This design comes from an exercise in tuning for small area on the open sky130 flow, not from production work.
The RTL was checked by simulation tests, not by an equivalence proof against the original design.
Power and IR drop assume default switching activity.

==> 04-06: inputs <==
// casino
module casino(d, s, c, start, roll, rst, clk);
	output [3:0] d;
	output [6:0] s;
	input [7:0] c;
	input start, clk, roll, rst;
	reg [10:0] cap;   
	wire [10:0] ca = cap ^ 11'd682;
	wire ca_j = (ca == 11'd1020);
	wire ca_d0 = (ca == 11'd1020);
	wire ca_d1 = (ca == 11'd40);
	wire ca_fb = ca[10] ^ ca[1] ^ ca_j;
	always @(posedge clk) cap <= rst ? 11'd469 : ({ca[9:0], ca_fb} ^ 11'd682);
	reg [4:0] cyp;   
	wire [4:0] cy = cyp ^ 5'd10;
	wire cy_j = (cy == 5'd11);
	wire cy_d0 = (cy == 5'd11);
	wire cy_fb = cy[4] ^ cy[1] ^ cy_j;
	always @(posedge clk) cyp <= rst ? 5'd15 : ({cy[3:0], cy_fb} ^ 5'd10);
	reg [3:0] cvp;   
	wire [3:0] cv = cvp ^ 4'd10;
	wire cv_j = (cv == 4'd9);
	wire cv_d0 = (cv == 4'd9);
	wire cv_fb = cv[3] ^ cv[0] ^ cv_j;
	always @(posedge clk) cvp <= rst ? 4'd1 : ({cv[2:0], cv_fb} ^ 4'd10);
	wire e54 = ca_j & cy_j;          
	wire stick = ca_d1 & cv_j;       
	reg [2:0] kk;
	always @(posedge clk)
		if (rst) kk <= 3'd0;
		else if (e54) kk <= kk + 3'd1;
	wire [1:0] k = kk[2:1];
	assign d = ~(4'b0001 << k);
	reg [7:0] r;
	always @(posedge clk)
		if (rst) r <= 8'hFF;
		else if (stick) r <= start ? {r[6:0], ^(c & r)} : 8'hFF;
	reg W, roll_q;
	always @(posedge clk)
		if (rst) begin W <= 1'b0; roll_q <= 1'b1; end
		else begin
			roll_q <= roll;
			if (roll & ~roll_q & start) W <= (r[7:4] == r[3:0]);
		end
	localparam [15:0] H0 = 16'b0001000010000011;
	localparam [15:0] H1 = 16'b0010000010001110;
	localparam [15:0] H2 = 16'b0000001010111010;
	localparam [15:0] H3 = 16'b1000011010010010;
	localparam [15:0] H4 = 16'b1101000000000100;
	localparam [15:0] H5 = 16'b1101100001100000;
	localparam [15:0] H6 = 16'b0010100000010010;
	wire [3:0] nib = (k == 2'd0) ? r[7:4] : r[3:0];
	wire [6:0] hx = {H6[nib], H5[nib], H4[nib], H3[nib], H2[nib], H1[nib], H0[nib]};
	reg [4:0] sc;
  ...
==> module casino, before the edit <==
module casino(d, s, c, start, roll, rst, clk);
	output [3:0] d;
	output [6:0] s;
	input [7:0] c;
	input start, clk, roll, rst;
	reg [10:0] cap;   
	wire [10:0] ca = cap ^ 11'd682;
	wire ca_j = (ca == 11'd1020);
	wire ca_d0 = (ca == 11'd1020);
	wire ca_d1 = (ca == 11'd40);
	wire ca_fb = ca[10] ^ ca[1] ^ ca_j;
	always @(posedge clk) cap <= rst ? 11'd469 : ({ca[9:0], ca_fb} ^ 11'd682);
	reg [4:0] cyp;   
	wire [4:0] cy = cyp ^ 5'd10;
	wire cy_j = (cy == 5'd11);
	wire cy_d0 = (cy == 5'd11);
	wire cy_fb = cy[4] ^ cy[1] ^ cy_j;
	always @(posedge clk) cyp <= rst ? 5'd15 : ({cy[3:0], cy_fb} ^ 5'd10);
	reg [3:0] cvp;   
	wire [3:0] cv = cvp ^ 4'd10;
	wire cv_j = (cv == 4'd9);
	wire cv_d0 = (cv == 4'd9);
	wire cv_fb = cv[3] ^ cv[0] ^ cv_j;
	always @(posedge clk) cvp <= rst ? 4'd1 : ({cv[2:0], cv_fb} ^ 4'd10);
	wire e54 = ca_j & cy_j;          
	wire stick = ca_d1 & cv_j;       
	reg [2:0] kk;
	always @(posedge clk)
		if (rst) kk <= 3'd0;
		else if (e54) kk <= kk + 3'd1;
	wire [1:0] k = kk[2:1];
	assign d = ~(4'b0001 << k);
	reg [7:0] r;
	always @(posedge clk)
		if (rst) r <= 8'hFF;
		else if (stick) r <= start ? {r[6:0], ^(c & r)} : 8'hFF;
	reg W, roll_q;
	always @(posedge clk)
		if (rst) begin W <= 1'b0; roll_q <= 1'b1; end
		else begin
			roll_q <= roll;
			if (roll & ~roll_q & start) W <= (r[7:4] == r[3:0]);
		end
	localparam [15:0] H0 = 16'b0001000010000011;
	localparam [15:0] H1 = 16'b0010000010001110;
	localparam [15:0] H2 = 16'b0000001010111010;
	localparam [15:0] H3 = 16'b1000011010010010;
	localparam [15:0] H4 = 16'b1101000000000100;
	localparam [15:0] H5 = 16'b1101100001100000;
	localparam [15:0] H6 = 16'b0010100000010010;
	wire [3:0] nib = (k == 2'd0) ? r[7:4] : r[3:0];
	wire [6:0] hx = {H6[nib], H5[nib], H4[nib], H3[nib], H2[nib], H1[nib], H0[nib]};
	reg [4:0] sc;
	always @(posedge clk)
		if (rst) sc <= 5'b10011;
		else case (k)
			2'd0: sc <= {1'b0, r[7:4]};
			2'd1: sc <= {1'b0, r[3:0]};
			2'd2: sc <= W ? 5'b10010 : 5'b00000;
			default: sc <= W ? 5'b10000 : 5'b10001;
		endcase
	wire [6:0] hs = {H6[sc[3:0]], H5[sc[3:0]], H4[sc[3:0]], H3[sc[3:0]], H2[sc[3:0]], H1[sc[3:0]], H0[sc[3:0]]};
	reg [6:0] sp;
	always @* case (sc[1:0])
		2'b00: sp = 7'b1000001;
		2'b01: sp = 7'b1110001;
		2'b10: sp = 7'b1111001;
		default: sp = 7'b1111111;
	endcase
	assign s = sc[4] ? sp : hs;
endmodule
clock: 10.0 ns
lec_check: 0
cap_margin: 20
core_margin: 2
core_utilization: 70
cts_buf_list: sky130_fd_sc_hd__clkbuf_8
cts_cluster_diameter: 200
cts_cluster_size: 50
slew_margin: 20
run.sh (not shown) runs the stock make flow with config.mk's settings and CLKGATE_MAP_FILE= SYNTH_SCRIPT=/design/flow/synth_recipe.tcl, a recipe that flattens the netlist after the stock synthesis.
==> 02-23: changes against 04-06 <==
--- a/flow/design.v
+++ b/flow/design.v
@@ -6,25 +6,22 @@
 	input start, clk, roll, rst;
 	reg [10:0] cap;   
 	wire [10:0] ca = cap ^ 11'd682;
-	wire ca_j = (ca == 11'd1020);
-	wire ca_d0 = (ca == 11'd1020);
-	wire ca_d1 = (ca == 11'd40);
+	wire ca_j = ((ca & 11'd1023) == 11'd1020);
+	wire ca_d0 = ((ca & 11'd2047) == 11'd40);
 	wire ca_fb = ca[10] ^ ca[1] ^ ca_j;
 	always @(posedge clk) cap <= rst ? 11'd469 : ({ca[9:0], ca_fb} ^ 11'd682);
 	reg [4:0] cyp;   
 	wire [4:0] cy = cyp ^ 5'd10;
-	wire cy_j = (cy == 5'd11);
-	wire cy_d0 = (cy == 5'd11);
+	wire cy_j = ((cy & 5'd15) == 5'd11);
 	wire cy_fb = cy[4] ^ cy[1] ^ cy_j;
 	always @(posedge clk) cyp <= rst ? 5'd15 : ({cy[3:0], cy_fb} ^ 5'd10);
 	reg [3:0] cvp;   
 	wire [3:0] cv = cvp ^ 4'd10;
-	wire cv_j = (cv == 4'd9);
-	wire cv_d0 = (cv == 4'd9);
+	wire cv_j = ((cv & 4'd6) == 4'd0);
 	wire cv_fb = cv[3] ^ cv[0] ^ cv_j;
 	always @(posedge clk) cvp <= rst ? 4'd1 : ({cv[2:0], cv_fb} ^ 4'd10);
 	wire e54 = ca_j & cy_j;          
-	wire stick = ca_d1 & cv_j;       
+	wire stick = ca_d0 & cv_j;       
 	reg [2:0] kk;
 	always @(posedge clk)
 		if (rst) kk <= 3'd0;
@@ -53,20 +50,13 @@
 	wire [6:0] hx = {H6[nib], H5[nib], H4[nib], H3[nib], H2[nib], H1[nib], H0[nib]};
 	reg [4:0] sc;
 	always @(posedge clk)
-		if (rst) sc <= 5'b10011;
+		if (rst) sc <= 5'b10001;                            
 		else case (k)
 			2'd0: sc <= {1'b0, r[7:4]};
 			2'd1: sc <= {1'b0, r[3:0]};
-			2'd2: sc <= W ? 5'b10010 : 5'b00000;
-			default: sc <= W ? 5'b10000 : 5'b10001;
+			2'd2: sc <= W ? 5'b11010 : 5'b00000;            
+			default: sc <= {1'b1, 1'b1, W, W, 1'b0};        
 		endcase
 	wire [6:0] hs = {H6[sc[3:0]], H5[sc[3:0]], H4[sc[3:0]], H3[sc[3:0]], H2[sc[3:0]], H1[sc[3:0]], H0[sc[3:0]]};
-	reg [6:0] sp;
-	always @* case (sc[1:0])
-		2'b00: sp = 7'b1000001;
-		2'b01: sp = 7'b1110001;
-		2'b10: sp = 7'b1111001;
-		default: sp = 7'b1111111;
-	endcase
-	assign s = sc[4] ? sp : hs;
+	assign s = hs ^ {1'b0, sc[4], sc[4], 4'b0} | {sc[4], 5'b0, sc[4]};
 endmodule
==> flow/flow/run.sh (new file) <==
#!/bin/bash
# Own layout flow: the standard synthesis, then an area-oriented re-mapping
# of the combinational logic (registers, their cells and names untouched), then
# the standard layout steps with small port buffers and a clock tree
# without dummy loads.
set -euo pipefail
W=$PWD
R=$W/orfs/results/${FLOW_PLATFORM}/casino/base
LIB=$FLOW_HOME/platforms/${FLOW_PLATFORM}/lib/sky130_fd_sc_hd__tt_025C_1v80.lib

bash standard.sh synth > $W/1_standard_synth.log 2>&1

cp $R/1_2_yosys.v $W/1_2_yosys_standard.v
# try a few ABC scripts and keep the smallest result
best=""; besta=""
i=0
for scr in "strash;dc2;dch,-f;map,-a;topo" \
           "strash;&get,-n;&deepsyn,-T,20,-S,1;&put;dch,-f;map,-a;topo" \
           "strash;&get,-n;&deepsyn,-T,20,-S,2;&put;dch,-f;map,-a;topo" \
           "strash;&get,-n;&deepsyn,-T,20,-S,3;&put;dch,-f;amap;topo"; do
  i=$((i+1))
  ABCSCRIPT="$scr" LIB=$LIB IN=$W/1_2_yosys_standard.v OUT=$W/1_2_yosys_remap$i.v \
    yosys -c $W/flow/remap.tcl > $W/2_remap$i.log 2>&1 || continue
  a=$(awk '/Chip area/ {print $NF}' $W/1_2_yosys_remap$i.v.stat)
  echo "remap $i: $a ($scr)" >> $W/2_remap_summary.log
  if [[ -z "$best" ]] || awk "BEGIN {exit !($a < $besta)}"; then best=$i; besta=$a; fi
done
echo "chosen: $best ($besta)" >> $W/2_remap_summary.log
cp $W/1_2_yosys_remap$best.v $R/1_2_yosys.v
rm -f $R/1_synth.odb $R/1_synth.sdc

bash standard.sh \
  "BUFFER_PORTS_ARGS=-buffer_cell sky130_fd_sc_hd__buf_1" \
  "CTS_ARGS=-sink_clustering_enable -repair_clock_nets -dont_use_dummy_load -buf_list sky130_fd_sc_hd__clkbuf_4" \
  finish > $W/3_standard_layout.log 2>&1
==> flow/flow/remap.tcl (new file) <==
# Re-map the combinational logic of the standard synthesis netlist for area.
yosys -import
set lib $::env(LIB)
read_liberty -ignore_miss_func $lib
# keep every sequential cell as it is
foreach c {dfxtp_1 dfxtp_2 dfxtp_4 dfxbp_1 dfxbp_2 dfrtp_1 dfrtp_2 dfrtp_4 dfstp_1 dfstp_2 dfstp_4 edfxtp_1 sdfxtp_1} {
  catch { setattr -mod -set blackbox 1 sky130_fd_sc_hd__$c }
}
read_verilog $::env(IN)
hierarchy -top casino
flatten
opt_clean -purge
set dont_use {}
foreach c [split [exec grep -o {cell *( *"\?sky130_fd_sc_hd__[a-z0-9_]*} $lib] "\n"] {
  regsub {cell *\( *"?} $c {} c
  if { [regexp {lpflow|probe} $c] } { lappend dont_use -dont_use $c }
}
abc -liberty $lib {*}$dont_use -script "+$::env(ABCSCRIPT)"
opt_clean -purge
hilomap -singleton -hicell sky130_fd_sc_hd__conb_1 HI -locell sky130_fd_sc_hd__conb_1 LO
splitnets
opt_clean -purge
tee -o $::env(OUT).stat stat -liberty $lib
write_verilog -noattr -nohex -nodec $::env(OUT)
==> flow/standard.sh (new file) <==
#!/bin/bash
# synth_recipe.tcl (not shown) runs the flow's synth.tcl, then flattens the netlist and writes it again
# the make line also repeats each setting of config.mk as NAME=value (left out here)
make -C /OpenROAD-flow-scripts/flow DESIGN_CONFIG=/design/flow/config.mk WORK_HOME=/design/flow/orfs CLKGATE_MAP_FILE= SYNTH_SCRIPT=/design/flow/synth_recipe.tcl "${@:-finish}"
- CORE_AREA: default -> 4 4 68 68
- CORE_MARGIN: 2 -> default
- CORE_UTILIZATION: 70 -> default
- CTS_BUF_LIST: sky130_fd_sc_hd__clkbuf_8 -> default
- CTS_CLUSTER_DIAMETER: 200 -> default
- CTS_CLUSTER_SIZE: 50 -> default
- DIE_AREA: default -> 0 0 72 72
removed: flow/run.sh
==> 01-01: changes against 04-06 <==
- CORE_UTILIZATION: 70 -> 40
- CTS_BUF_LIST: sky130_fd_sc_hd__clkbuf_8 -> default
- CTS_CLUSTER_DIAMETER: 200 -> default
- CTS_CLUSTER_SIZE: 50 -> default
==> 10-19: changes against 04-06 <==
- CORE_UTILIZATION: 70 -> 60
- CTS_BUF_LIST: sky130_fd_sc_hd__clkbuf_8 -> sky130_fd_sc_hd__clkbuf_4
- CTS_CLUSTER_DIAMETER: 200 -> default
- CTS_CLUSTER_SIZE: 50 -> default
==> comparison table <==
item	01-01	10-19	02-23	04-06
Total number of multi-input combinational cells	151	151	126	151
Detailed Route Iter0 Violations	57	80	33	70
CORE AREA	4380 sq um	2980 sq um	3970 sq um	2480 sq um
Beginning of the critical path	sc[0]$_SDFF_PP1_	sc[0]$_SDFF_PP1_	sc[2]$_SDFF_PP0_	sc[0]$_SDFF_PP1_
Run status	no timing/DRC/antenna violations	no timing/DRC/antenna violations	no timing/DRC/antenna violations	no timing/DRC/antenna violations
Compound-cell area share of the yosys netlist	13.3%	13.3%	-	13.3%
Number of inverters outside the clock class in the layout	5	5	29	5
Final nets	244	243	234	243
Post-Place Setup Slack	6.17 ns	6.16 ns	5.94 ns	6.12 ns
Top cell type by total area after synthesis	dfxtp_1	dfxtp_1	-	dfxtp_1
Slowest library cell on the worst path	clkdlybuf4s50_1	clkdlybuf4s50_1	dfxtp_1	clkdlybuf4s50_1
Post-synthesis register bit count	38	38	-	38
Fin area	2180 sq um	2100 sq um	1680 sq um	2180 sq um
Dominant synthesized flop cell	dfxtp_1	dfxtp_1	-	dfxtp_1
Logic gate share of total power	10.0%	11.3%	9.7%	8.9%
Number of placed instances with taps included	269	249	265	246

-- port drivers added, routing unchanged --
No port has a modelled driver above. Below, the same layouts with a new extraction and two added sets of constraints.
Step 1 (the two cells are an assumption about what drives the block):
set clk [get_ports {clk}]
set_driving_cell -lib_cell sky130_fd_sc_hd__clkbuf_16 $clk
set_driving_cell -lib_cell sky130_fd_sc_hd__buf_2 [delete_from_list [all_inputs] $clk]
Step 2 adds t to the input delays and takes it off the output delays; t is the mean of the earliest and latest rising clock arrival at the registers after step 1. Input paths then give back, and output paths get back, about the clock's delay inside the block.
Slacks: no drivers / after step 1 / after step 2; pairs: no drivers / after step 1.
run	shift t [ns]	slack for setup (ns)	latest minus earliest clock arrival (ns)
04-06	0.314	5.618 / 5.594 / 5.908	0.006 / 0.006
02-23	0.350	5.597 / 5.574 / 5.924	0.016 / 0.016
01-01	0.303	5.864 / 5.838 / 6.141	0.006 / 0.006
10-19	0.345	5.800 / 5.779 / 6.124	0.007 / 0.007
After both steps every run listed still meets setup and hold.
